Context: an optimization exercise on an open-source flow, tuned for small area, a short achievable clock period and few clock cycles. The choices shown serve that exercise and are no tape-out recipe. At most, simulation tests tie the RTL to the original design; equivalence was not proved.

==> inputs of exp/onyx <==
## mult
module mult #(parameter XLEN = 32, parameter NUM_STAGE = 4)
(
    input clock, reset,
    input start,
    input [1:0] sign,
    input [XLEN-1:0] mcand, mplier,
    output [(2*XLEN)-1:0] product,
    output logic done
);
export LEC_CHECK = 0
export ABC_AREA = 1
export CAP_MARGIN = 20
export CORE_MARGIN = 2
export CORE_UTILIZATION = 40
export CTS_CLUSTER_DIAMETER = 100
export CTS_CLUSTER_SIZE = 20
export PLACE_DENSITY = 0.6
export SLEW_MARGIN = 20
export SYNTH_HIERARCHICAL = 1
create_clock -name core_clock -period 10.0 [get_ports {clock}]
standard.sh (not shown) runs the stock make flow with config.mk's settings and CLKGATE_MAP_FILE= SYNTH_SCRIPT=/design/flow/synth_recipe.tcl, a recipe that flattens the netlist after the stock synthesis.
==> flow/flow/run.sh <==
#!/bin/bash
set -euo pipefail
bash standard.sh SETUP_SLACK_MARGIN=6.85 "BUFFER_PORTS_ARGS=-buffer_cell sky130_fd_sc_hd__buf_1" finish > flow_make.log 2>&1
==> exp/willow (differences from exp/onyx) <==
==> flow/flow/run.sh (replaced) <==
#!/bin/bash
set -euo pipefail
bash standard.sh SETUP_SLACK_MARGIN=6.75 "BUFFER_PORTS_ARGS=-buffer_cell sky130_fd_sc_hd__buf_1" finish > flow_make.log 2>&1
==> exp/amber (differences from exp/onyx) <==
- CTS_BUF_LIST: default -> sky130_fd_sc_hd__clkbuf_8
- CTS_CLUSTER_DIAMETER: 100 -> 80
- CTS_CLUSTER_SIZE: 20 -> 14
==> flow_summary.yaml <==
status:
  outcome: "timing/DRC/antenna clean"
final_layout:
  clock_buffers: 25
  layout_common_cells: "xor2_1 (573), o22ai_1 (502), fa_1 (465)"
cts:
  cts_resized: 117
the above is filed under exp/onyx

==> flow_summary.yaml <==
status:
  outcome: "timing/DRC/antenna clean"
routing:
  ant_nets: 0
final_layout:
  clock_buffers: 39
  utilization: 0.460
yosys:
  synthTopCellsByArea: "fa_1 (30%), dfxtp_1 (23%), xor2_1 (16%), o22ai_1 (10%), ha_1 (4.5%)"
  synth_compound_area_frac: 0.120
cts:
  cts_resized: 181
global_route:
  met2_usage: 0.378
the above is filed under exp/amber

==> flow_summary.yaml <==
yosys:
  ys_ff_latch: 353
final_layout:
  clock_buffers: 25
  layout_common_cells: "xor2_1 (575), o22ai_1 (510), fa_1 (471)"
status:
  outcome: "timing/DRC/antenna clean"
cts:
  cts_resized: 58
the above is filed under exp/willow

Testbench counts of exp/onyx, summed over its fixed seeds: cycles 7,056.
Testbench counts of exp/willow, summed over its fixed seeds: cycles 7,056.
Testbench counts of exp/amber, summed over its fixed seeds: cycles 7,056.

* * *

==> inputs of zinc <==
mult, a different RTL version from the one above (not shown whole).
Settings: LEC_CHECK=0, ABC_AREA=1, CAP_MARGIN=20, CORE_MARGIN=2, CORE_UTILIZATION=40, PLACE_DENSITY=0.6, SLEW_MARGIN=20, SYNTH_HIERARCHICAL=1; clock period 10.0 ns.
==> flow/flow/run.sh <==
#!/bin/bash
set -euo pipefail
bash standard.sh SETUP_SLACK_MARGIN=6.3 finish > flow_make.log 2>&1
==> ember: changes against zinc <==
==> flow/run.sh (new file) <==
#!/bin/bash
# synth_recipe.tcl (not shown) runs the flow's synth.tcl, then flattens the netlist and writes it again
# the make line also repeats each setting of config.mk as NAME=value (left out here)
make -C /OpenROAD-flow-scripts/flow DESIGN_CONFIG=/design/flow/config.mk WORK_HOME=/design/flow/orfs CLKGATE_MAP_FILE= SYNTH_SCRIPT=/design/flow/synth_recipe.tcl finish
removed: flow/flow/run.sh
removed: flow/standard.sh
==> results.yml <==
timing:
  setup_repair_after_global_routing_missed_its_margin: "no"
cts:
  post_cts_resize_count: 0
detailed_routing:
  final_wirelength_mm: 90.2
run_status:
  run_status: "finished clean"
(the above is from ember)
==> results.yml <==
cts:
  post_cts_resize_count: 847
run_status:
  run_status: "finished clean"
detailed_routing:
  final_wirelength_mm: 102
global_routing:
  grt_util_met2_pct: 44.0
(the above is from zinc)
Function was not checked in any run of this note: the RTL went through the layout flow alone.

## re-timing with driven ports
The flow's constraints put no driver on any port. The routed layouts listed below were extracted and timed again, unchanged, in two steps. Step 1 assumes that a clkbuf_16 drives the clock port and a buf_2 every other input. Step 2 moves the port delays by t, midway between the first and last clock arrival at a register: inputs arrive t later, outputs are due t later. That takes back most of the time a late clock gives input paths. Three values: no drivers, after step 1, after step 2; two values: the first two.
| run | t (ns) | slack for setup (ns) | cell pins on the clock port's net |
|---|---|---|---|
| exp/onyx | 0.639 | 6.824 / 6.824 / 6.824 | 1 |
| exp/willow | 0.644 | 6.716 / 6.716 / 6.716 | 1 |
| exp/amber | 0.696 | 6.822 / 6.822 / 6.822 | 1 |
| zinc | 0.649 | 4.758 / 4.696 / 5.344 | 1 |
| ember | 0.631 | 4.141 / 4.079 / 4.710 | 1 |
After both steps setup and hold are still met in every run listed.
